This design comes from an exercise in tuning for a short achievable clock period and few clock cycles on the open sky130 flow, not from production work.
In this exercise RTL edits were held to simulation tests only and were not proved equivalent to the original.
Power is estimated from default activity; no workload was simulated.

File: flow/design.v
module adder (
	a,
	b,
	y
);
	input [31:0] a;
	input [31:0] b;
	output wire [31:0] y;
	assign y = a + b;
endmodule
module mux2 (
	d0,
	d1,
	s,
	y
);
	parameter WIDTH = 32;
	input wire [WIDTH - 1:0] d0;
	input wire [WIDTH - 1:0] d1;
	input wire s;
	output wire [WIDTH - 1:0] y;
	assign y = (s ? d1 : d0);
endmodule
module mux3 (
	d0,
	d1,
	d2,
	s,
	y
);
	parameter WIDTH = 32;
	input wire [WIDTH - 1:0] d0;
	input wire [WIDTH - 1:0] d1;
	input wire [WIDTH - 1:0] d2;
	input wire [1:0] s;
	output wire [WIDTH - 1:0] y;
	assign y = (s[1] ? d2 : (s[0] ? d1 : d0));
endmodule
    module mux5 (
	d0,
	d1,
	d2,
	d3,
	d4,
	s,
	y
);
	parameter WIDTH = 32;
	input wire [WIDTH - 1:0] d0;
	input wire [WIDTH - 1:0] d1;
	input wire [WIDTH - 1:0] d2;
	input wire [WIDTH - 1:0] d3;
	input wire [WIDTH - 1:0] d4;
	input wire [2:0] s;
	output wire [WIDTH - 1:0] y;
	assign y = (s[2] ? d4 : ( s[1] ? (s[0] ? d3 : d2) : (s[0] ? d1 : d0)));
endmodule
module flopr (
	clk,
	reset,
	StallF,
	d,
	q
);
	parameter WIDTH = 8;
	input wire clk;
	input wire reset;
	input wire StallF;
	input wire [WIDTH - 1:0] d;
	output reg [WIDTH - 1:0] q;
	always @(posedge clk)
		if (reset)
			q <= 0;
		else if(StallF)
		     q <= q; 	
		else
			q <= d;
endmodule
module extend (
	instr,
	immsrc,
	immext
);
	input wire [31:7] instr;
	input wire [2:0] immsrc;
	output reg [31:0] immext;
	always @(*)
		case (immsrc)
			3'b000: immext = {{20 {instr[31]}}, instr[31:20]};
			3'b001: immext = {{20 {instr[31]}}, instr[31:25], instr[11:7]};
			3'b010: immext = {{20 {instr[31]}}, instr[7], instr[30:25], instr[11:8], 1'b0};
			3'b011: immext = {{12 {instr[31]}}, instr[19:12], instr[20], instr[30:21], 1'b0};
			3'b100: immext = {{instr[31:12]},12'b0};
			default: immext = 32'b0;
		endcase
endmodule
module truncate(
    ReadControl,
    src,
    result,
    DextControl
    );
    input wire [1:0] ReadControl;
    input wire [31:0] src;
    output reg [31:0] result;
    input wire [2:0] DextControl;
    always @(*) begin
        case (DextControl)
             3'b000: 
             begin
                case (ReadControl)
                2'b00: result = {{24 {src[7]}}, src[7:0]};
                2'b01: result = {{24 {src[15]}}, src[15:8]};
                2'b10: result = {{24 {src[23]}}, src[23:16]};
                2'b11: result = {{24 {src[31]}}, src[31:24]};
                default: result = 32'b0;
                endcase
             end
             3'b001: 
             begin
               case (ReadControl)
                2'b00: result = {{16 {src[15]}}, src[15:0]};
                2'b01: result = {{16 {src[23]}}, src[23:8]};
                2'b10: result = {{16 {src[31]}}, src[31:16]};
                default: result = 32'b0;
                endcase
             end
             3'b010: result = src;
             3'b100:
             begin
                case (ReadControl)
                2'b00: result = {{24 {1'b0}}, src[7:0]};
                2'b01: result = {{24 {1'b0}}, src[15:8]};
                2'b10: result = {{24 {1'b0}}, src[23:16]};
                2'b11: result = {{24 {1'b0}}, src[31:24]};
                default: result = 32'b0;
                endcase
             end
             3'b101:
             begin
               case (ReadControl)
                2'b00: result = {{16 {1'b0}}, src[15:0]};
                2'b01: result = {{16 {1'b0}}, src[23:8]};
                2'b10: result = {{16 {1'b0}}, src[31:16]};
                default: result = 32'b0;
                endcase
             end
           default: result = src;
         endcase
    end
    endmodule
module regfile (
	clk,
	reset,
	we3,
	a1,
	a2,
	a3,
	wd3,
	rd1,
	rd2
);
	input wire clk;
	input wire reset;
	input wire we3;
	input wire [4:0] a1;
	input wire [4:0] a2;
	input wire [4:0] a3;
	input wire [31:0] wd3;
	output wire [31:0] rd1;
	output wire [31:0] rd2;
	reg [31:0] rf [31:0];
	integer i;
	always @(posedge clk) begin
		if (reset) begin
			for (i = 0; i < 32; i = i + 1)
				rf[i] <= 32'b0;
		end else if (we3)
			rf[a3] <= wd3;
    end
	assign rd1 = (a1 != 0 ? ((we3 && a3 == a1) ? wd3 : rf[a1]) : 0);
	assign rd2 = (a2 != 0 ? ((we3 && a3 == a2) ? wd3 : rf[a2]) : 0);
endmodule
module alu (
	SrcA,
	SrcB,
	ALUControl,
	ALUResult,
	Zero
);
	input wire [31:0] SrcA;
	input wire [31:0] SrcB;
	input wire [3:0] ALUControl;
	output reg [31:0] ALUResult;
	output wire Zero;
	assign Zero = ALUResult == 32'b00000000000000000000000000000000;
	always @(*)
		case (ALUControl)
			4'b0000: ALUResult = SrcA + SrcB;  
			4'b0001: ALUResult = SrcA - SrcB;  
			4'b0010: ALUResult = SrcA & SrcB;  
			4'b0011: ALUResult = SrcA | SrcB;  
			4'b0100: ALUResult = SrcA ^ SrcB;  
			4'b0101: ALUResult = SrcA < SrcB;  
			4'b0110: begin					  
				if(SrcA[31] == 1 && SrcB[31] == 0)
					ALUResult = 32'b00000000000000000000000000000001;
				else if (SrcA[31] == 0 && SrcB[31] == 1)
					ALUResult = 32'b00000000000000000000000000000000;
				else
					ALUResult = SrcA[30:0] < SrcB[30:0];
			end 
			4'b0111: ALUResult = SrcA << SrcB[4:0];  
			4'b1000: ALUResult = SrcA >> SrcB[4:0];  
			4'b1001: ALUResult = $signed(SrcA) >>> SrcB[4:0];  
			default: ALUResult = 32'b0;
		endcase
endmodule
module DecodeStageDP(
        clk,
        reset,
        PCF,
        PCPlus4F,
        Instr,
        PCD,
        PCPlus4D,
        InstrD,
        StallD,
        FlushD
    );
    input wire clk;
    input wire reset;
    input wire [31:0] PCF;
    input wire [31:0] PCPlus4F;
    input wire StallD;
    input wire FlushD;
    input wire [31:0] Instr;
    output reg [31:0] InstrD;
    output reg [31:0] PCD;
    output reg [31:0] PCPlus4D;
    always @ (posedge clk) begin  
        if(reset) begin
            InstrD <= {32{1'b0}};
            PCD <= {32{1'b0}};
            PCPlus4D <= {32{1'b0}};
        end
        else if(FlushD) begin
            InstrD <= {32{1'b0}};
            PCD <= {32{1'b0}};
            PCPlus4D <= {32{1'b0}};
        end
        else if(StallD) begin
                InstrD <= InstrD;
                PCD <= PCD;
                PCPlus4D <= PCPlus4D;
            end
            else begin
                InstrD <= Instr;
                PCD <= PCF;
	            PCPlus4D <= PCPlus4F;
            end
	end
endmodule
module ExecuteStageDP(
        clk,
        reset,
        PCD,
        PCPlus4D,
        RD1D,
        RD2D,
        Rs1D,
        Rs2D,
        RdD,
        ImmExtD,
        PCE,
        PCPlus4E,
        RD1E,
        RD2E,
        Rs1E,
        Rs2E,
        RdE,
        ImmExtE,
        FlushE
    );
    input wire clk;
    input wire reset;
    input wire [31:0] PCD;
    input wire [31:0] PCPlus4D;
    input wire [31:0] RD1D;
	input wire [31:0] RD2D;
    input wire [4:0] Rs1D;
    input wire [4:0] Rs2D;
    input wire [4:0] RdD;
    input wire [31:0] ImmExtD;
    input wire FlushE;
    output reg [31:0]PCE;
    output reg [31:0] PCPlus4E;
    output reg [31:0] RD1E;
	output reg [31:0] RD2E;
    output reg [4:0] Rs1E;
    output reg [4:0] Rs2E;
    output reg [4:0] RdE;
    output reg [31:0] ImmExtE;
   always @ (posedge clk) begin  
       if(reset) begin
           PCE <= {32{1'b0}};
           PCPlus4E <= {32{1'b0}};
           RD1E <= {32{1'b0}};
           RD2E <= {32{1'b0}};
           Rs1E <= {5{1'b0}};
           Rs2E <= {5{1'b0}};
           RdE <= {5{1'b0}};
           ImmExtE <= {32{1'b0}}; 
       end
       else if(FlushE) begin
           PCE <= {32{1'b0}};
           PCPlus4E <= {32{1'b0}};
           RD1E <= {32{1'b0}};
           RD2E <= {32{1'b0}};
           Rs1E <= {5{1'b0}};
           Rs2E <= {5{1'b0}};
           RdE <= {5{1'b0}};
           ImmExtE <= {32{1'b0}}; 
       end
       else begin
           PCE <= PCD;
           PCPlus4E <= PCPlus4D;
           RD1E <= RD1D;
           RD2E <= RD2D;
           Rs1E <= Rs1D;
           Rs2E <= Rs2D;
           RdE <= RdD;
           ImmExtE <= ImmExtD; 
	   end
	end
endmodule	
module MemoryStageDP(
        clk,
        reset,
        DextControlE,
        RdE,
        PCPlus4E,
        PCTargetE,
        WriteDataE,
        ImmExtE,
        ALUResultE,
        DextControlM,
        RdM,
        PCPlus4M,
        PCTargetM,
        WriteDataM,
        ImmExtM,
        ALUResultM
    );
   input wire clk;
   input wire reset;
   input wire [2:0] DextControlE;
   input wire [4:0] RdE;
   input wire [31:0] PCPlus4E;
   input wire [31:0] PCTargetE;
   input wire [31:0] WriteDataE;
   input wire [31:0] ImmExtE;
   input wire [31:0] ALUResultE; 
   output reg [2:0] DextControlM;
   output reg [4:0] RdM;
   output reg [31:0] PCPlus4M;
   output reg [31:0] PCTargetM;
   output reg [31:0] WriteDataM;
   output reg [31:0] ImmExtM;
   output reg [31:0] ALUResultM;
	always @ (posedge clk) begin  
	   if(reset) begin
	       DextControlM <= {3{1'b0}};
           RdM <= {5{1'b0}};
           PCPlus4M <= {32{1'b0}};
           PCTargetM <= {32{1'b0}};
           WriteDataM <= {32{1'b0}};
           ImmExtM <= {32{1'b0}};
           ALUResultM <= {32{1'b0}};
	   end
	   else begin
           DextControlM <= DextControlE;
           RdM <= RdE;
           PCPlus4M <= PCPlus4E;
           PCTargetM <= PCTargetE;
           WriteDataM <= WriteDataE;
           ImmExtM <= ImmExtE;
           ALUResultM <= ALUResultE;
       end
	end
endmodule
module WriteBackStageDP(
        clk,
        reset,
        TruncResultM,
        PCPlus4M,
        PCTargetM,
        ImmExtM,
        ALUResultM,
        RdM,
        TruncResultW,
        PCPlus4W,
        PCTargetW,
        ImmExtW,
        ALUResultW,
        RdW
    );
   input wire clk;
   input wire reset;
   input wire [31:0] TruncResultM;
   input wire [31:0] PCPlus4M;
   input wire [31:0] PCTargetM;
   input wire [31:0] ImmExtM;
   input wire [31:0] ALUResultM;
   input wire [4:0] RdM;
   output reg [31:0] TruncResultW;
   output reg [31:0] PCPlus4W;
   output reg [31:0] PCTargetW;
   output reg [31:0] ImmExtW;
   output reg [31:0] ALUResultW;
   output reg [4:0] RdW;
	always @ (posedge clk) begin  
	   if(reset) begin
	       TruncResultW <= {32{1'b0}};
           PCPlus4W <= {32{1'b0}};
           PCTargetW <= {32{1'b0}};
           ImmExtW <= {32{1'b0}};
           ALUResultW <= {32{1'b0}};
           RdW <= {5{1'b0}};
	   end
	   else begin
           TruncResultW <= TruncResultM;
           PCPlus4W <= PCPlus4M;
           PCTargetW <= PCTargetM;
           ImmExtW <= ImmExtM;
           ALUResultW <= ALUResultM;
           RdW <= RdM;
       end
	end
endmodule
module datapath (
	clk,
	reset,
	ResultSrcW,
	ResultSrcM,
	PCSrcE,
	ALUSrcE,
	RegWriteW,
	ImmSrcD,
	ALUControlE,
	ZeroE,
	PCF,
	InstrD,
	ALUResultM,
	WriteDataM,
	ReadDataM,
	DextControlE,
	PCResultSrcE,
	Rs1D,
    Rs2D,
    Rs1E,
    Rs2E,
    RdE,
    RdM,
    RdW,
    ForwardAE,
    ForwardBE,
    FlushE,
    StallF,
    StallD,
    FlushD,
    Instr
);
	input wire clk;
	input wire reset;
	input wire [2:0] ResultSrcW;
	input wire [2:0] ResultSrcM;
	input wire PCSrcE;
	input wire ALUSrcE;
	input wire RegWriteW;
	input wire [2:0] ImmSrcD;
	input wire [3:0] ALUControlE;
	output wire ZeroE;
	output wire [31:0] PCF;
	output wire [31:0] InstrD;
	output wire [31:0] ALUResultM;
	output wire [31:0] WriteDataM;
	input wire [31:0] ReadDataM;
	input wire [2:0] DextControlE;
	input wire PCResultSrcE;
    output reg [4:0] Rs1D;
    output reg [4:0] Rs2D;
    output wire [4:0] Rs1E;
    output wire [4:0] Rs2E;
    output wire [4:0] RdE;
    output wire [4:0] RdM;
    output wire [4:0] RdW;
    input wire [1:0] ForwardAE;
    input wire [1:0] ForwardBE;
    input wire FlushE;
    input wire StallF;
    input wire StallD;
    input wire FlushD;
    input wire [31:0] Instr;
	wire [31:0] PCNext;
	wire [31:0] PCPlus4F;
	wire [31:0] RD1D;
	wire [31:0] RD2D;
	wire [31:0] PCD;
	wire [31:0] PCPlus4D;
	wire [31:0] ImmExtD;
    reg [4:0] RdD;
	always @(*) begin
        Rs1D = InstrD[19:15];
        Rs2D = InstrD[24:20];
        RdD = InstrD[11:7];
	end
	wire [31:0] RD1E;
	wire [31:0] RD2E;
	wire [31:0] ImmExtE;
	wire [31:0] SrcAE;
	wire [31:0] SrcBE;
	wire [31:0] WriteDataE;
    wire [31:0] PCPlus4E;
    wire [31:0] ALUResultE;
    wire [31:0] PCResultE;
    wire [31:0] PCTargetE;
    wire [31:0] PCE;
    wire [2:0] DextControlM;
    wire [31:0] PCPlus4M;
    wire [31:0] TruncResultM;
    wire [31:0] PCTargetM;
    wire [31:0] ImmExtM;
    wire [31:0] ForwardResultM;
    wire [31:0] TruncResultW;
    wire [31:0] ResultW;
    wire [31:0] PCPlus4W;
    wire [31:0] ALUResultW;
    wire [31:0] PCTargetW;
    wire [31:0] ImmExtW;
	flopr #(32) pcreg(
		clk,
		reset,
		StallF,
		PCNext,
		PCF
	);
	adder pcadd4(
		PCF,
		32'd4,
		PCPlus4F
	);
	adder pcaddbranch(
		PCE,
		ImmExtE,
		PCTargetE
	);
	mux2 #(32) pcresultmux(
		PCTargetE,
		ALUResultE,
		PCResultSrcE,
		PCResultE
		);
	mux2 #(32) pcmux(
		PCPlus4F,
		PCResultE,
		PCSrcE,
		PCNext
	);
	regfile rf(
		.clk(clk),
		.reset(reset),
		.we3(RegWriteW),
		.a1(InstrD[19:15]),
		.a2(InstrD[24:20]),
		.a3(RdW),
		.wd3(ResultW),
		.rd1(RD1D),
		.rd2(RD2D)
	);
	extend ext(
		.instr(InstrD[31:7]),
		.immsrc(ImmSrcD),
		.immext(ImmExtD)
	);
	mux5 #(32) fwmresultmux(
		ALUResultM,
		ALUResultM,
		PCPlus4M,
		PCTargetM,
		ImmExtM,
		ResultSrcM,
		ForwardResultM
	);
	mux3 #(32) fwamux(
		RD1E,
		ResultW,
		ForwardResultM,
		ForwardAE,
		SrcAE
	);
	mux3 #(32) fwbmux(
		RD2E,
		ResultW,
		ForwardResultM,
		ForwardBE,
		WriteDataE
	);
	mux2 #(32) srcbmux(
		WriteDataE,
		ImmExtE,
		ALUSrcE,
		SrcBE
	);
	alu alu(
		.SrcA(SrcAE),
		.SrcB(SrcBE),
		.ALUControl(ALUControlE),
		.ALUResult(ALUResultE),
		.Zero(ZeroE)
	);
	mux5 #(32) resultmux(
		ALUResultW,
		TruncResultW,
		PCPlus4W,
		PCTargetW,
		ImmExtW,
		ResultSrcW,
		ResultW
	);
	truncate trunc(
	   .ReadControl(ALUResultM[1:0]),
	   .src(ReadDataM),
	   .result(TruncResultM),
	   .DextControl(DextControlM)
	);
	DecodeStageDP decode(
       .clk(clk),
       .reset(reset),
       .PCF(PCF),
       .PCPlus4F(PCPlus4F),
       .Instr(Instr),
       .PCD(PCD),
       .PCPlus4D(PCPlus4D),
       .InstrD(InstrD),
       .StallD(StallD),
       .FlushD(FlushD)
     );
     ExecuteStageDP execute(
        .clk(clk),
        .reset(reset),
        .PCD(PCD),
        .PCPlus4D(PCPlus4D),
        .RD1D(RD1D),
        .RD2D(RD2D),
        .Rs1D(Rs1D),
        .Rs2D(Rs2D),
        .RdD(RdD),
        .ImmExtD(ImmExtD),
        .PCE(PCE),
        .PCPlus4E(PCPlus4E),
        .RD1E(RD1E),
        .RD2E(RD2E),
        .Rs1E(Rs1E),
        .Rs2E(Rs2E),
        .RdE(RdE),
        .ImmExtE(ImmExtE),
        .FlushE(FlushE)
    );
    MemoryStageDP memory(
        .clk(clk),
        .reset(reset),
        .DextControlE(DextControlE),
        .RdE(RdE),
        .PCPlus4E(PCPlus4E),
        .PCTargetE(PCTargetE),
        .WriteDataE(WriteDataE),
        .ImmExtE(ImmExtE),
        .ALUResultE(ALUResultE),
        .DextControlM(DextControlM),
        .RdM(RdM),
        .PCPlus4M(PCPlus4M),
        .PCTargetM(PCTargetM),
        .WriteDataM(WriteDataM),
        .ImmExtM(ImmExtM),
        .ALUResultM(ALUResultM)
    );
    WriteBackStageDP writeback(
        .clk(clk),
        .reset(reset),
        .TruncResultM(TruncResultM),
        .PCPlus4M(PCPlus4M),
        .PCTargetM(PCTargetM),
        .ImmExtM(ImmExtM),
        .ALUResultM(ALUResultM),
        .RdM(RdM),
        .TruncResultW(TruncResultW),
        .PCPlus4W(PCPlus4W),
        .PCTargetW(PCTargetW),
        .ImmExtW(ImmExtW),
        .ALUResultW(ALUResultW),
        .RdW(RdW)
    );
endmodule
module maindec (
	op,
	ResultSrcD,
	MemWriteD,
	BranchD,
	ALUSrcD,
	RegWriteD,
	JumpD,
	ImmSrcD,
	ALUOpD,
	PCResultSrcD
);
	input wire [6:0] op;
	output wire [2:0] ResultSrcD;
	output wire MemWriteD;
	output wire BranchD;
	output wire ALUSrcD;
	output wire RegWriteD;
	output wire JumpD;
	output wire [2:0] ImmSrcD;
	output wire [1:0] ALUOpD;
	output wire PCResultSrcD;
	reg [13:0] controls;
	assign {RegWriteD, ImmSrcD, ALUSrcD, MemWriteD, ResultSrcD, BranchD, ALUOpD, JumpD, PCResultSrcD} = controls;
	always @(*)
		case (op)
			7'b0000011: controls = 14'b10001000100000;  
			7'b0100011: controls = 14'b00011100000000;  
			7'b0110011: controls = 14'b10000000001000;  
			7'b1100011: controls = 14'b00100000010100;  
			7'b0010011: controls = 14'b10001000001000;  
			7'b1101111: controls = 14'b10110001000010;  
			7'b1100111: controls = 14'b10001001000011;  
			7'b0010111: controls = 14'b11000001100000;  
			7'b0110111: controls = 14'b11000010000000;  
			default: controls = 14'b00000000000000;
		endcase
endmodule
module aludec (
	opb5,
	funct3,
	funct7b5,
	ALUOpD,
	ALUControlD,
	DextControlD
);
	input wire opb5;
	input wire [2:0] funct3;
	input wire funct7b5;
	input wire [1:0] ALUOpD;
	output reg [3:0] ALUControlD;
	output reg [2:0] DextControlD;
	wire RtypeSub;
	assign RtypeSub = funct7b5 & opb5;
	always @(*) begin
		DextControlD = 3'b000;
		case (ALUOpD)
			2'b00:
			begin 
			     ALUControlD = 4'b0000;  
			     case (funct3)
			         3'b000: DextControlD = 3'b000;  
			         3'b001: DextControlD = 3'b001;  
			         3'b010: DextControlD = 3'b010;  
			         3'b100: DextControlD = 3'b100;  
			         3'b101: DextControlD = 3'b101;  
			         default: DextControlD = 3'b000;
			     endcase
			end  
			2'b01:  
				case (funct3)
					3'b000: ALUControlD = 4'b0001;  
					3'b001: ALUControlD = 4'b0001;  
					3'b100: ALUControlD = 4'b0110;  
					3'b101: ALUControlD = 4'b0110;  
					3'b110: ALUControlD = 4'b0101;  
					3'b111: ALUControlD = 4'b0101;  
					default: ALUControlD = 4'b0000;
				endcase
			default:
				case (funct3)  
					3'b000:
						if (RtypeSub)
							ALUControlD = 4'b0001;  
						else
							ALUControlD = 4'b0000;  
					3'b001: ALUControlD = 4'b0111;  
					3'b010: ALUControlD = 4'b0110;  
					3'b011: ALUControlD = 4'b0101;  
					3'b100: ALUControlD = 4'b0100;  
					3'b101: if(funct7b5) 
								ALUControlD = 4'b1001;  
							else
								ALUControlD = 4'b1000;  
					3'b110: ALUControlD = 4'b0011;  
					3'b111: ALUControlD = 4'b0010;  
					default: ALUControlD = 4'b0000;  
				endcase
		endcase
	end
endmodule
module controller (
	opD,
	funct3,
	funct7b5,
	ZeroE,
	ResultSrcD,
	MemWriteD,
	PCSrcE,
	ALUSrcD,
	RegWriteD,
	JumpD,
	ImmSrcD,
	ALUControlD,
	DextControlD,
	PCResultSrcD,
	BranchE,
	JumpE,
	BranchD,
	opE_65,
	funct3E
);
	input wire [6:0] opD;
	input wire [1:0] opE_65;
	input wire [2:0] funct3;
	input wire [2:0] funct3E;
	input wire funct7b5;
	input wire ZeroE;
	output wire [2:0] ResultSrcD;
	output wire MemWriteD;
	output reg PCSrcE;
	output wire ALUSrcD;
	output wire RegWriteD;
	output wire JumpD;
	output wire PCResultSrcD;
	output wire [2:0] ImmSrcD;
	output wire [3:0] ALUControlD;
	output wire [2:0] DextControlD;
	input wire BranchE;
	input wire JumpE;
	output wire BranchD;
	wire [1:0] ALUOpD;
	maindec md(
		.op(opD),
		.ResultSrcD(ResultSrcD),
		.MemWriteD(MemWriteD),
		.BranchD(BranchD),
		.ALUSrcD(ALUSrcD),
		.RegWriteD(RegWriteD),
		.JumpD(JumpD),
		.ImmSrcD(ImmSrcD),
		.ALUOpD(ALUOpD),
		.PCResultSrcD(PCResultSrcD)
	);
	aludec ad(
		.opb5(opD[5]),
		.funct3(funct3),
		.funct7b5(funct7b5),
		.ALUOpD(ALUOpD),
		.ALUControlD(ALUControlD),
		.DextControlD(DextControlD)
	);
	always @(*) begin
	   	if(opE_65 == 2'b11)
	   	begin
            case (funct3E)
            3'b000: PCSrcE = (BranchE & ZeroE) | JumpE;  
			3'b001: PCSrcE = (BranchE & ~ZeroE) | JumpE;  
			3'b100: PCSrcE = (BranchE & ~ZeroE) | JumpE;  
			3'b110: PCSrcE = (BranchE & ~ZeroE) | JumpE;  
			3'b101: PCSrcE = (BranchE & ZeroE) | JumpE;  
			3'b111: PCSrcE = (BranchE & ZeroE) | JumpE;  
			default: PCSrcE = JumpE;
            endcase
       	end
       else
            PCSrcE = 0;
	end
endmodule
module ExecuteStageCU(
        clk,
        reset,
        ALUSrcD,
        RegWriteD,
        JumpD,
        ResultSrcD,
        ALUControlD,
        PCResultSrcD,
        DextControlD,
        MemWriteD,
        BranchD,
        ALUSrcE,
        RegWriteE,
        JumpE,
        ResultSrcE,
        ALUControlE,
        PCResultSrcE,
        DextControlE,
        MemWriteE,
        BranchE,
        FlushE,
        opE_65,
        funct3E,
        op,
        funct3
    );
    input wire clk;
    input wire reset;
    input wire ALUSrcD;
	input wire RegWriteD;
	input wire JumpD;
	input wire [2:0] ResultSrcD;
	input wire [3:0] ALUControlD;
	input wire PCResultSrcD;
	input wire [2:0] DextControlD;
	input wire MemWriteD;
	input wire BranchD;
	input wire FlushE;
	input wire [6:0] op;
	input wire [2:0] funct3;
	output reg [1:0] opE_65;
	output reg [2:0] funct3E;
	output reg ALUSrcE;
	output reg RegWriteE;
	output reg JumpE;
	output reg [2:0] ResultSrcE;
	output reg [3:0] ALUControlE;
	output reg PCResultSrcE;
	output reg [2:0] DextControlE;
	output reg MemWriteE;
	output reg BranchE;
    always @ (posedge clk) begin  
        if(reset) begin
           opE_65 <= 2'b00;
           funct3E <= 3'b000;
           ALUSrcE <= 1'b0;
           RegWriteE <= 1'b0;
           JumpE <= 1'b0;
           ResultSrcE <= 3'b000;
           ALUControlE <= 4'b0000;
           PCResultSrcE <= 1'b0;
           DextControlE <= 3'b000;
           MemWriteE <= 1'b0;	
           BranchE <= 1'b0; 
        end
        else if(FlushE) begin
           opE_65 <= 2'b00;
           funct3E <= 3'b000;
           ALUSrcE <= 1'b0;
           RegWriteE <= 1'b0;
           JumpE <= 1'b0;
           ResultSrcE <= 3'b000;
           ALUControlE <= 4'b0000;
           PCResultSrcE <= 1'b0;
           DextControlE <= 3'b000;
           MemWriteE <= 1'b0;	
           BranchE <= 1'b0; 
        end 
        else begin
           opE_65 <= op[6:5];
           funct3E <= funct3;
           ALUSrcE <= ALUSrcD;
           RegWriteE <= RegWriteD;
           JumpE <= JumpD;
           ResultSrcE <= ResultSrcD;
           ALUControlE <= ALUControlD;
           PCResultSrcE <= PCResultSrcD;
           DextControlE <= DextControlD;
           MemWriteE <= MemWriteD;	
           BranchE <= BranchD;
         end  
	end 
endmodule
module MemoryStageCU(
        clk,
        reset,
        RegWriteE,
        ResultSrcE,
        DextControlE,
        MemWriteE,
        RegWriteM,
        ResultSrcM,
        DextControlM,
        MemWriteM
    );
    input wire clk;
    input wire reset;
	input wire RegWriteE;
	input wire [2:0] ResultSrcE;
	input wire [2:0] DextControlE;
	input wire MemWriteE;
	output reg RegWriteM;
	output reg [2:0] ResultSrcM;
	output reg [2:0] DextControlM;
	output reg MemWriteM;
    always @ (posedge clk) begin  
       if(reset) begin
           RegWriteM <= 1'b0;
           ResultSrcM <= 3'b000;
           DextControlM <= 3'b000;
           MemWriteM <= 1'b0;
       end else begin
           RegWriteM <= RegWriteE;
           ResultSrcM <= ResultSrcE;
           DextControlM <= DextControlE;
           MemWriteM <= MemWriteE;
        end   
	end
endmodule
module WriteBackStageCU(
        clk,
        reset,
        RegWriteM,
        ResultSrcM,
        RegWriteW,
        ResultSrcW
    );
    input wire clk;
    input wire reset;
    input wire RegWriteM;
    input wire [2:0] ResultSrcM;
    output reg RegWriteW;
    output reg [2:0] ResultSrcW;
    always @ (posedge clk) begin  
       if(reset) begin
           RegWriteW <= 1'b0;
           ResultSrcW <= 3'b000;
       end else begin
           RegWriteW <= RegWriteM;
           ResultSrcW <= ResultSrcM;
	   end
	end   
endmodule
module riscvpipeline (
	clk,
	reset,
	PCF,
	Instr,
	MemWriteM,
	ALUResultM,
	WriteDataM,
	ReadDataM,
	DextControlM,
	StallF,
	FlushE,
	StallD,
	FlushD,
	Rs1D,
	Rs2D,
	Rs1E,
	Rs2E,
	RdE,
	PCSrcE,
	ForwardAE,
	ForwardBE,
	resultSrcE_0,
	RdM,
	RegWriteM,
	RdW,
	RegWriteW
);
	input wire clk;
	input wire reset;
	output wire [31:0] PCF;
	input wire [31:0] Instr;
	output wire MemWriteM;
	output wire [31:0] ALUResultM;
	output wire [31:0] WriteDataM;
	input wire [31:0] ReadDataM;
	output wire [2:0] DextControlM;
	input wire StallF;
	wire ALUSrcD;
	wire RegWriteD;
	wire JumpD;
	wire [2:0] ResultSrcD;
	wire [2:0] ImmSrcD;
	wire [3:0] ALUControlD;
	wire PCResultSrcD;
	wire [2:0] DextControlD;
	wire [31:0] InstrD;
	wire MemWriteD;
	wire BranchD;
	input wire StallD;
	input wire FlushD;
	output wire [4:0] Rs1D;
  output wire [4:0] Rs2D;
	wire [1:0] opE_65;
	wire [2:0] funct3E;
	wire ALUSrcE;
	wire RegWriteE;
	wire JumpE;
	wire [2:0] ResultSrcE;
	output wire resultSrcE_0;
	wire [3:0] ALUControlE;
	wire PCResultSrcE;
	output wire PCSrcE;
	wire [2:0] DextControlE;
	wire MemWriteE;
	wire BranchE;
	wire RlushE;
	output wire [4:0] Rs1E;
  output wire [4:0] Rs2E;
  output wire [4:0] RdE;
  wire ZeroE;
	input wire FlushE;
	output wire RegWriteM;
	wire [2:0] ResultSrcM;
	output wire RegWriteW;
	wire [2:0] ResultSrcW;
	output wire [4:0] RdM;
	output wire [4:0] RdW;
	input wire [1:0] ForwardAE;
	input wire [1:0] ForwardBE; 	
	controller c(
		.opD(InstrD[6:0]),
		.funct3(InstrD[14:12]),
		.funct7b5(InstrD[30]),
		.ZeroE(ZeroE),
		.ResultSrcD(ResultSrcD),
		.MemWriteD(MemWriteD),
		.PCSrcE(PCSrcE),
		.ALUSrcD(ALUSrcD),
		.RegWriteD(RegWriteD),
		.JumpD(JumpD),
		.ImmSrcD(ImmSrcD),
		.ALUControlD(ALUControlD),
		.DextControlD(DextControlD),
		.PCResultSrcD(PCResultSrcD),
		.BranchE(BranchE),
		.JumpE(JumpE),
		.BranchD(BranchD),
		.opE_65(opE_65),
	    .funct3E(funct3E)
	);
	datapath dp(
		.clk(clk),
        .reset(reset),
        .ResultSrcW(ResultSrcW),
        .ResultSrcM(ResultSrcM),
        .PCSrcE(PCSrcE),
        .ALUSrcE(ALUSrcE),
        .RegWriteW(RegWriteW),
        .ImmSrcD(ImmSrcD),
        .ALUControlE(ALUControlE),
        .ZeroE(ZeroE),
        .PCF(PCF),
        .InstrD(InstrD),
        .ALUResultM(ALUResultM),
        .WriteDataM(WriteDataM),
        .ReadDataM(ReadDataM),
        .DextControlE(DextControlE),
        .PCResultSrcE(PCResultSrcE),
        .Rs1D(Rs1D),
        .Rs2D(Rs2D),
        .Rs1E(Rs1E),
        .Rs2E(Rs2E),
        .RdE(RdE),
        .RdM(RdM),
        .RdW(RdW),
        .ForwardAE(ForwardAE),
        .ForwardBE(ForwardBE),
        .FlushE(FlushE),
        .StallF(StallF),
        .StallD(StallD),
        .FlushD(FlushD),
        .Instr(Instr)
	);
	ExecuteStageCU execute(
        .clk(clk),
        .reset(reset),
        .ALUSrcD(ALUSrcD),
        .RegWriteD(RegWriteD),
        .JumpD(JumpD),
        .ResultSrcD(ResultSrcD),
        .ALUControlD(ALUControlD),
        .PCResultSrcD(PCResultSrcD),
        .DextControlD(DextControlD),
        .MemWriteD(MemWriteD),
        .BranchD(BranchD),
        .ALUSrcE(ALUSrcE),
        .RegWriteE(RegWriteE),
        .JumpE(JumpE),
        .ResultSrcE(ResultSrcE),
        .ALUControlE(ALUControlE),
        .PCResultSrcE(PCResultSrcE),
        .DextControlE(DextControlE),
        .MemWriteE(MemWriteE),
        .BranchE(BranchE),
        .FlushE(FlushE),
        .opE_65(opE_65),
        .funct3E(funct3E),
        .op(InstrD[6:0]),
        .funct3(InstrD[14:12])
    );
    MemoryStageCU memory(
        .clk(clk),
        .reset(reset),
        .RegWriteE(RegWriteE),
        .ResultSrcE(ResultSrcE),
        .DextControlE(DextControlE),
        .MemWriteE(MemWriteE),
        .RegWriteM(RegWriteM),
        .ResultSrcM(ResultSrcM),
        .DextControlM(DextControlM),
        .MemWriteM(MemWriteM)
    );
    WriteBackStageCU writeback(
        .clk(clk),
        .reset(reset),
        .RegWriteM(RegWriteM),
        .ResultSrcM(ResultSrcM),
        .RegWriteW(RegWriteW),
        .ResultSrcW(ResultSrcW)
    );
	assign resultSrcE_0 = ResultSrcE[0];
endmodule
module hazardunit(
    stallF,
    stallD,
    flushD,
    Rs1D,
    Rs2D,
    flushE,
    Rs1E,
    Rs2E,
    RdE,
    PcSrcE,
    forwardAE,
    forwardBE,
    resultSrcE_0,
    RdM,
    RegWriteM,
    RdW,
    RegWriteW
);
output reg stallF;
output reg stallD;
output reg flushD;
input wire [4:0] Rs1D;
input wire [4:0] Rs2D;
output reg flushE;
input wire [4:0] Rs1E;
input wire [4:0] Rs2E;
input wire [4:0] RdE;
input wire PcSrcE;
output reg [1:0] forwardAE;
output reg [1:0] forwardBE;
input wire resultSrcE_0;
input wire [4:0] RdM;
input wire RegWriteM;
input wire [4:0] RdW;
input wire RegWriteW;
reg lwStall;
always @(*) begin
    if (((Rs1E == RdM) && RegWriteM) && (Rs1E != 0))  
        forwardAE = 2'b10;
    else if (((Rs1E == RdW) && RegWriteW) && (Rs1E != 0))  
        forwardAE = 2'b01;
    else
        forwardAE = 2'b00;
end
always @(*) begin
    if (((Rs2E == RdM) && RegWriteM) && (Rs2E != 0))  
        forwardBE = 2'b10;
    else if (((Rs2E == RdW) && RegWriteW) && (Rs2E != 0))  
        forwardBE = 2'b01;
    else
        forwardBE = 2'b00;  
end
always @(*) begin
  lwStall = (resultSrcE_0 & ((Rs1D == RdE) | (Rs2D == RdE)));
	stallF = lwStall;
	stallD = lwStall;
  flushD = PcSrcE;
	flushE = lwStall | PcSrcE;
end
endmodule
module riscv_core (
	input  wire        clk,
	input  wire        reset,
	output wire [31:0] PCF,
	input  wire [31:0] Instr,
	output wire        MemWriteM,
	output wire [31:0] ALUResultM,
	output wire [31:0] WriteDataM,
	output wire [2:0]  DextControlM,
	input  wire [31:0] ReadDataM
);
	wire StallF, StallD, FlushD, FlushE;
	wire [4:0] Rs1D, Rs2D, Rs1E, Rs2E, RdE, RdM, RdW;
	wire PCSrcE, resultSrcE_0, RegWriteM, RegWriteW;
	wire [1:0] ForwardAE, ForwardBE;
	riscvpipeline core(
		.clk(clk),
		.reset(reset),
		.PCF(PCF),
		.Instr(Instr),
		.MemWriteM(MemWriteM),
		.ALUResultM(ALUResultM),
		.WriteDataM(WriteDataM),
		.ReadDataM(ReadDataM),
		.DextControlM(DextControlM),
		.StallF(StallF),
		.FlushE(FlushE),
		.StallD(StallD),
		.FlushD(FlushD),
		.Rs1D(Rs1D),
		.Rs2D(Rs2D),
		.Rs1E(Rs1E),
		.Rs2E(Rs2E),
		.RdE(RdE),
		.PCSrcE(PCSrcE),
		.ForwardAE(ForwardAE),
		.ForwardBE(ForwardBE),
		.resultSrcE_0(resultSrcE_0),
		.RdM(RdM),
		.RegWriteM(RegWriteM),
		.RdW(RdW),
		.RegWriteW(RegWriteW)
	);
	hazardunit hu(
		.stallF(StallF),
		.stallD(StallD),
		.flushD(FlushD),
		.Rs1D(Rs1D),
		.Rs2D(Rs2D),
		.flushE(FlushE),
		.Rs1E(Rs1E),
		.Rs2E(Rs2E),
		.RdE(RdE),
		.PcSrcE(PCSrcE),
		.forwardAE(ForwardAE),
		.forwardBE(ForwardBE),
		.resultSrcE_0(resultSrcE_0),
		.RdM(RdM),
		.RegWriteM(RegWriteM),
		.RdW(RdW),
		.RegWriteW(RegWriteW)
	);
endmodule
File: flow/run.sh
#!/bin/bash
# synth_recipe.tcl (not shown) runs the flow's synth.tcl, then flattens the netlist and writes it again
# the make line also repeats each setting of config.mk as NAME=value (left out here)
make -C /OpenROAD-flow-scripts/flow DESIGN_CONFIG=/design/flow/config.mk WORK_HOME=/design/flow/orfs CLKGATE_MAP_FILE= SYNTH_SCRIPT=/design/flow/synth_recipe.tcl finish
File: flow/config.mk
export PLATFORM = sky130hd
export DESIGN_NAME = riscv_core
export DESIGN_NICKNAME = riscv_core
export VERILOG_FILES = /design/flow/design.v
export SDC_FILE = /design/flow/constraint.sdc
export NUM_CORES = 4
export LEC_CHECK = 0
export CAP_MARGIN = 20
export CORE_MARGIN = 2
export CORE_UTILIZATION = 40
export PLACE_DENSITY = 0.6
export SLEW_MARGIN = 20
File: flow/constraint.sdc
create_clock -name core_clock -period 10.0 [get_ports {clk}]
set_input_delay 2.0000 -clock core_clock [delete_from_list [all_inputs] [get_ports {clk}]]
set_output_delay 2.0000 -clock core_clock [all_outputs]
set_load 0.01 [all_outputs]
==> results.yml <==
setup_path:
  crit_fanout: 35
  cp_slowest_cell: "or4_1"
  path_class: "reg -> reg"
  cp-start-kind: "register"
  critical_path_buf_inv_count: 8
  end_kind: "register"
  cp_slowest_stage_delay_ps: 750
  arrival_ps: 10290
  required_ps: 10710
  cpMostUsedCell: "buf_4"
  critPathTopFamily: "simple AND/OR/NAND/NOR gates"
grt:
  grt_max_degree: 198
  grt_pass1_wl_mm: 497.0
  gr-total-overflow: 0
  groute.usage.overall_pct: 31.32
  antenna_found_initial: 24
  grt_pass1_vias: 65580
die:
  dieArea_um2: 222200
  rows: 171
  ios: 166
  fp.dieW_um: 471.4
  die_y_um: 471.4
  start_util_pct: 40.23
  core_um2: 217200
timing:
  setup_tns_ps: 0
  maxSlewViolCount: 0
  hold_viol: 0
  rsz0062_at_grt: "no"
  max_freq_mhz: 104.4
  finalCriticalPeriod_ps: 9577
  slew_headroom_pct: 4.858
  setup_violations: 0
  fin_crit_sh_pct: 95.77
  setup_ws_ps: 422.8
  worst_pin_slew_ps: 1419
  fin_skew_ps: 65.55
layout:
  fillers: 19820
  drive_gt1_share_pct: 17.77
  final_cell_mix: "nor2_1 (1524), edfxtp_1 (1024), dfxtp_1 (643)"
  final_common_cell: "nor2_1"
  final_nets: 7897
  syn_to_final_growth_pct: 13.27
pwr:
  pwr_density_cell_nw_per_um2: 171.9
  p_leak_nw: 33.81
  ir_drop_v: 0.0001846
cts:
  cts_buffers: 181
  cts_tree: "done"
  root_buffer: "clkbuf_16"
  htreeDepth: 4
  cts_sinks: 1686
  post_cts_buffers: 0
  clockBufferDepth: 3
  clkLatencyLatePin_ps: 870
  cts.clk_slew.worst_paths_ps: 60
synthesis:
  syn_nets: 7933
  async_reset_ff_share_pct: 0
  synth_enable_flop_cells: 1024
  ys_seq_elements: 1686
  synth_area_per_cell_um2: 11.31
  netlist_area_um2: 87370
  ys_seq_area_share_pct: 50.36
  ys_warn_count: 17
  syn_inst: 7724
  synth_ff_type: "edfxtp_1"
  synth.distinct_cells: 95
place:
  dpl.hpwl_mm: 237.1
  port-buffer-count: 165
  place.gp.congestion: 1.017
  place_ws_ps: 248.1
status:
  status: "no timing/DRC/antenna violations"
detailed_routing:
  num_vias: 67450
  vias_per_cell: 6.303
  drtIter0Drc: 9630
  drcViolationCount: 0
  post_drt_wl_per_cell_um: 33.17
  ant_nets: 0
  drtPass1Iterations: 9
  routed_wirelength_mm: 354.9
run:
  maxCapViolations: 0
min_path:
  worstHoldPathType: "reg -> reg"
[stage by stage]
step / instance area [µm²] / std cells / util, % / power (mW) / hold slack (ps)
global placement: 92940 / 10360 / 42.80 / 10.31 / 429.5
CTS: 98850 / 10690 / 45.52 / 16.96 / 436.8
global route: 98940 / 10690 / 45.56 / 17.41 / 449.1
floorplan: 87370 / 7724 / - / 9.204 / 413.8
finish: 98960 / 10700 / 45.57 / 17.01 / 437.2
detailed placement: 92950 / 10360 / 42.80 / 10.31 / 423.4
[sequential cells by signal (all words and copies together), names as in the netlist, 30 cells and up]
signal and flops:
core.dp.execute.ImmExtE 32, core.dp.writeback.PCPlus4W 32, core.dp.memory.PCTargetM 32, core.dp.memory.ImmExtM 32, core.dp.decode.PCD 30, core.dp.memory.ALUResultM 32, core.dp.writeback.ALUResultW 32, core.dp.writeback.PCTargetW 32
core.dp.memory.PCPlus4M 32, core.dp.decode.InstrD 32, core.dp.memory.WriteDataM 32, core.dp.writeback.ImmExtW 32, core.dp.execute.PCPlus4E 30, core.dp.writeback.TruncResultW 32, core.dp.execute.RD1E 32, core.dp.execute.RD2E 32
core.dp.decode.PCPlus4D 32, core.dp.rf.rf 1024, core.dp.pcreg.q 32, core.dp.execute.PCE 32
[area by class of cell]
type | count | area (µm²) | share of cell area, %
sequential | 1686 | 44060 | 44.52
multi-input combinational | 5193 | 40650 | 41.07
clock buffer | 243 | 4935 | 4.987
timing repair buffer | 470 | 4175 | 4.219
tap | 2854 | 3571 | 3.608
clock inverter | 91 | 968.4 | 0.9786
inverter | 156 | 585.6 | 0.5917
antenna | 9 | 22.52 | 0.02276
[cell usage after synthesis (all sizes together) (97+ instances only)]
master	count	area share, %
dfxtp	662	15
mux4	574	15
clkbuf	536	2.3
nor2	1527	6.6
a211oi	180	1.6
and2	97	0.69
a21oi	381	2.2
nor2b	284	2.0
mux2i	332	3.9
inv	155	0.67
ha	139	2.0
nand2	479	2.1
o21ai	197	1.2
edfxtp	1024	35
buf	153	0.80
[where the power goes]
| group | switching (mW) | internal [mW] | total (mW) |
|---|---|---|---|
| combinational | 1.61 | 0.860 | 2.47 |
| clock | 2.94 | 3.80 | 6.74 |
| sequential | 0.204 | 7.59 | 7.80 |
| total | 4.76 | 12.3 | 17.0 |
[final timing paths]
check	depth (start not counted)	slack [ps]	end	startpoint
setup / recovery	30	420	core.dp.execute.RD1E[30]	core.writeback.ResultSrcW[0]
hold / removal	1	440	core.dp.memory.PCPlus4M[7]	core.dp.execute.PCPlus4E[7]
setup reg to reg	30	420	core.dp.execute.RD1E[30]	core.writeback.ResultSrcW[0]
hold reg to reg	1	440	core.dp.memory.PCPlus4M[7]	core.dp.execute.PCPlus4E[7]
[metal layers]
metal  up-vias  part of all wire (%)  global-route usage [%]
li1      28150                     -                       -
met1     33920                    38                   40.20
met2      4346                    45                   48.39
met3      1026                    11                   7.488
met4        10                   6.5                   17.92
met5         -                 0.061                   1.125
[logic make-up (layout without fill, tap and decap cells)]
family                   count (synthesis)  in the layout  share of synthesized area (%)
AO/OA/AOI/OAI                         1214           1214                          9.142
XOR/XNOR                               122            122                          1.223
adder cells (fa/ha/maj)                143            143                          2.082
buffers and inverters                  845            960                          3.785
flip-flops                            1686           1686                          50.36
multiplexers                           963            963                          19.48
other                                    0              9                              0
AND/OR/NAND/NOR                       2751           2751                          13.93
[repair_timing]
| item | CTS | global route |
|---|---|---|
| hold buffers | 0 | 0 |
| resized for setup | 0 | 13 |
| setup endpoints to repair | 0 | 312 |
Testbench counts, summed over its fixed seeds: cycles 146,777.

-- static timing again, ports no longer ideal --
Ports are ideal in the flow. The routed layout listed here was re-timed in OpenROAD. Step 1 (the two cells are an assumption about what drives the block):
set clk [get_ports {clk}]
set_driving_cell -lib_cell sky130_fd_sc_hd__clkbuf_16 $clk
set_driving_cell -lib_cell sky130_fd_sc_hd__buf_2 [delete_from_list [all_inputs] $clk]
Step 2 adds t to the input delays and takes it off the output delays; t is the mean of the earliest and latest rising clock arrival at the registers after step 1. Input paths then give back, and output paths get back, about the clock's delay inside the block. Three values: ideal, step 1, step 2; two values: the first two.
shift t [ns]: 0.927
setup WS [ns]: 0.423 / 0.423 / 0.423
hold slack, ns: 0.437 / 0.437 / 0.437
worst setup path at the end: register to register
worst data-port slew with drivers (ns): 0.05
After both steps this run still meets setup and hold. The setup slack of this run moves by 0.000 ns with the drivers and by 0.000 ns with both steps.
